Source: an optimization exercise on an open RTL-to-GDS flow (aim: small area). Production flows keep margins and buffers that such runs may drop. Function was checked by simulation only, so behaviour that the tests miss may differ from the original. No activity file was given, so power comes from the tool's default toggle rates.

Setup of v50:
// UART_TOP
module UART_TOP #(parameter DATA_WIDTH = 8, ACC_SIZE = 32, FCW = 9895605
    )
    (   output      logic                       data_rdy_o, data_err_o, serial_o, busy_o,
        output      logic   [DATA_WIDTH-1:0]    rcvr_data_o,
        input  wire logic                       serial_i, start_tx_i, clk_i, rst_i, data_rdy_clr_i, data_err_clr_i,
        input  wire logic   [DATA_WIDTH-1:0]    xmit_data_i
    );
    localparam logic [ACC_SIZE-1:0] FCW_V = FCW;
    logic [ACC_SIZE:0]   acc;
    logic [ACC_SIZE:0]   acc_c;
    logic [ACC_SIZE-1:0] acc_s;
    logic                baud, baud_q;
    always_comb begin
        acc_c[0] = 1'b0;
        for (int i = 0; i < ACC_SIZE; i++) begin
            acc_s[i]   = acc[i] ^ FCW_V[i] ^ acc_c[i];
            acc_c[i+1] = FCW_V[i] ? (acc[i] | acc_c[i]) : (acc[i] & acc_c[i]);
        end
    end
    always_ff @(posedge clk_i) begin
        if (rst_i) begin
            acc    <= '0;
            baud   <= 1'b0;
            baud_q <= 1'b0;
        end else begin
            acc    <= {acc_c[ACC_SIZE], acc_s};
            baud   <= baud ^ acc[ACC_SIZE];
            baud_q <= baud;
        end
    end
    wire baud_fedg = baud_q & ~baud;
    wire baud_redg = ~baud_q & baud;
    logic       s0, s1, s2, ser;
    logic [5:0] dcnt;
    always_ff @(posedge clk_i) begin
        s0 <= serial_i;
        s1 <= s0;
    end
    always_ff @(posedge clk_i) begin
        if (rst_i) begin
            s2   <= 1'b0;
            dcnt <= '0;
            ser  <= 1'b1;
  ...
==> flow/config.mk <==
export PLATFORM = sky130hd
export DESIGN_NAME = UART_TOP
export DESIGN_NICKNAME = UART_TOP
export VERILOG_FILES = /design/flow/design.v
export SDC_FILE = /design/flow/constraint.sdc
export NUM_CORES = 4
export LEC_CHECK = 0
export CAP_MARGIN = 20
export CORE_MARGIN = 2
export CORE_UTILIZATION = 40
export SLEW_MARGIN = 20
==> flow/constraint.sdc <==
create_clock -name core_clock -period 10.0 [get_ports {clk_i}]
set_input_delay 2.0000 -clock core_clock [delete_from_list [all_inputs] [get_ports {clk_i}]]
set_output_delay 2.0000 -clock core_clock [all_outputs]
set_load 0.01 [all_outputs]
standard.sh (not shown) runs the stock make flow with config.mk's settings and CLKGATE_MAP_FILE= SYNTH_SCRIPT=/design/flow/synth_recipe.tcl, a recipe that flattens the netlist after the stock synthesis.
==> flow/flow/run.sh <==
#!/bin/bash
# Standard ORFS layout (the standard.sh) with three changes:
#  - ABC maps for area (flow/abc_area.script) instead of ORFS's delay script,
#    and Yosys does not pre-map half/full adders (ADDER_MAP_FILE empty);
#  - ports are buffered with the smallest buffer, buf_1.
# Each tool's full output is kept: make's in flow_make.log, ORFS's per-step
# logs under orfs/logs/.
set -euo pipefail
W=$PWD
rm -rf "$W/scripts_mod"
cp -r "$FLOW_HOME/scripts" "$W/scripts_mod"
cp "$W/flow/abc_area.script" "$W/scripts_mod/abc_speed.script"
export SCRIPTS_DIR="$W/scripts_mod"
export ADDER_MAP_FILE=
export CTS_ARGS="-sink_clustering_enable -repair_clock_nets -dont_use_dummy_load -root_buf sky130_fd_sc_hd__clkbuf_8 -buf_list {sky130_fd_sc_hd__clkbuf_2 sky130_fd_sc_hd__clkbuf_4} -sink_clustering_size 20"
export BUFFER_PORTS_ARGS="-buffer_cell sky130_fd_sc_hd__buf_1"
bash "$W/standard.sh" > "$W/flow_make.log" 2>&1
==> flow/flow/abc_area.script <==
strash
&get -n
&fraig -x
&put
scorr
dc2
dch -f
amap
The following lists how v3 was set up differently from v50:
==> flow/run.sh (new file) <==
#!/bin/bash
# synth_recipe.tcl (not shown) runs the flow's synth.tcl, then flattens the netlist and writes it again
# the make line also repeats each setting of config.mk as NAME=value (left out here)
make -C /OpenROAD-flow-scripts/flow DESIGN_CONFIG=/design/flow/config.mk WORK_HOME=/design/flow/orfs CLKGATE_MAP_FILE= SYNTH_SCRIPT=/design/flow/synth_recipe.tcl finish
removed: flow/flow/run.sh
removed: flow/flow/abc_area.script
removed: flow/standard.sh
### Flow results
Compared with v50, v3 shows a higher number of tap cells inserted. Re number of clock buffers in the layout: v3 is 2 up on v50. Against v50 as the reference, v3 delivers a lower synthesized-area fraction occupied by ao, oa, aoi and oai cells. v3 vs v50 — number of ordinary inverters in the final layout rose 7. The higher critical path required time came out of v50. | final wirelength | v3 vs v50 | 21% higher |. Delta(worst setup slack, v3 - v50) < 0. Post-layout total power | v3 above v50. The number of cells on the worst reg-to-reg path in v50 is 0.804 times that in v3. Looking at final period utilization across v50 and v3, the one that comes out higher is v3. Against v50, v3 comes in 10 points lower on sequential-to-total area share from yosys stat. The most common cell after layout, fill and taps aside comes out nor2_1 in one run and dfxtp_1 in the other, namely in v50 and v3 respectively.
diff inputs: v3 => v52
==> flow/flow/run.sh (new file) <==
#!/bin/bash
# Standard ORFS layout (the standard.sh) with three changes:
#  - ABC maps for area (flow/abc_area.script) instead of ORFS's delay script,
#    and Yosys does not pre-map half/full adders (ADDER_MAP_FILE empty);
#  - ports are buffered with the smallest buffer, buf_1.
# Each tool's full output is kept: make's in flow_make.log, ORFS's per-step
# logs under orfs/logs/.
set -euo pipefail
W=$PWD
rm -rf "$W/scripts_mod"
cp -r "$FLOW_HOME/scripts" "$W/scripts_mod"
cp "$W/flow/abc_area.script" "$W/scripts_mod/abc_speed.script"
export SCRIPTS_DIR="$W/scripts_mod"
export ADDER_MAP_FILE=
export BUFFER_PORTS_ARGS="-buffer_cell sky130_fd_sc_hd__buf_1"
bash "$W/standard.sh" > "$W/flow_make.log" 2>&1
==> flow/flow/abc_area.script (new file) <==
strash
&get -n
&fraig -x
&put
scorr
dc2
dch -f
amap
==> flow/standard.sh (new file) <==
#!/bin/bash
# synth_recipe.tcl (not shown) runs the flow's synth.tcl, then flattens the netlist and writes it again
# the make line also repeats each setting of config.mk as NAME=value (left out here)
make -C /OpenROAD-flow-scripts/flow DESIGN_CONFIG=/design/flow/config.mk WORK_HOME=/design/flow/orfs CLKGATE_MAP_FILE= SYNTH_SCRIPT=/design/flow/synth_recipe.tcl "${@:-finish}"
removed: flow/run.sh
--- outcome ---
In the flow results for v3 and v52, the number of clock buffers in the layout is larger on v3. Area: v52 vs v3 -> v52 smaller. The setup slack of v52 is larger than that of v3. NOTE: die outline area in v52 falls short of that of v3. In the tables for v3 and v52, total area of multi-input combinational cells reads lower with v52.
> inputs changed (v52 -> v31)
diff --git a/flow/flow/run.sh b/flow/flow/run.sh
--- a/flow/flow/run.sh
+++ b/flow/flow/run.sh
@@ -14,0 +15 @@
+export CTS_ARGS="-sink_clustering_enable -repair_clock_nets -dont_use_dummy_load"
==> summary.txt <==
Clock share of power: v31 lower than v52
The via count of v52 and that of v31 are within noise of each other.
Comparing v31 against v52, there is no change at all in number of sinks handled by clock tree synthesis.
Per the comparison of v31 with v52, final non-filler cell area went down, number of global-route vias before repair shrank by 22, total power -9.3%, routed wire length now smaller.
What v45 does differently from v31 at the input level:
diff --git a/flow/flow/run.sh b/flow/flow/run.sh
--- a/flow/flow/run.sh
+++ b/flow/flow/run.sh
@@ -15 +15 @@
-export CTS_ARGS="-sink_clustering_enable -repair_clock_nets -dont_use_dummy_load"
+export CTS_ARGS="-sink_clustering_enable -repair_clock_nets -dont_use_dummy_load -buf_list {sky130_fd_sc_hd__clkbuf_4}"
Results
Diff v31 and v45: total power of the final layout lower in v45. Data required time at the worst endpoint: v31 and v45 compared, higher one is v45. Met1 usage in global routing delta for v45 relative to v31: 0.26 points lower. Relative to v31, the hold slack of v45 is higher by 0.0087 ns. [v45] global-route total usage across every layer fell 0.19 points relative to v31. When v45 is set beside v31, its utilization turns out to be 0.77 points smaller. Data-path buffer share of cell area in the final layout: v45 vs v31 — no meaningful difference. Changes observed in v45 relative to v31: die area shows no meaningful change, combinational group share of total power up 1.3 points, critical path depth essentially unchanged.

-- static timing again, ports no longer ideal --
In the flow no input, the clock included, has a driving cell. The finished layouts below were timed again as built, in two steps.
Step 1 assumes that a clkbuf_16 drives the clock port and a buf_2 every other input.
Step 2, shift: input delay + t, output delay - t, t = (earliest + latest rising clock arrival at the registers) / 2. This alone moves slack from input paths to output paths.
Three values: ideal ports, drivers, drivers and shift; two values: the first two.
run	t, ns	setup slack, ns	clock arrival spread, ns	pins driven straight from the clock port
v50	0.361	4.921 / 4.921 / 4.921	0.015 / 0.015	1
v3	0.371	3.930 / 3.930 / 3.930	0.014 / 0.014	1
v52	0.362	4.881 / 4.881 / 4.881	0.006 / 0.005	1
v31	0.361	4.921 / 4.921 / 4.921	0.015 / 0.015	1
v45	0.410	4.918 / 4.918 / 4.918	0.027 / 0.027	1
After both steps setup and hold are still met in every run listed.
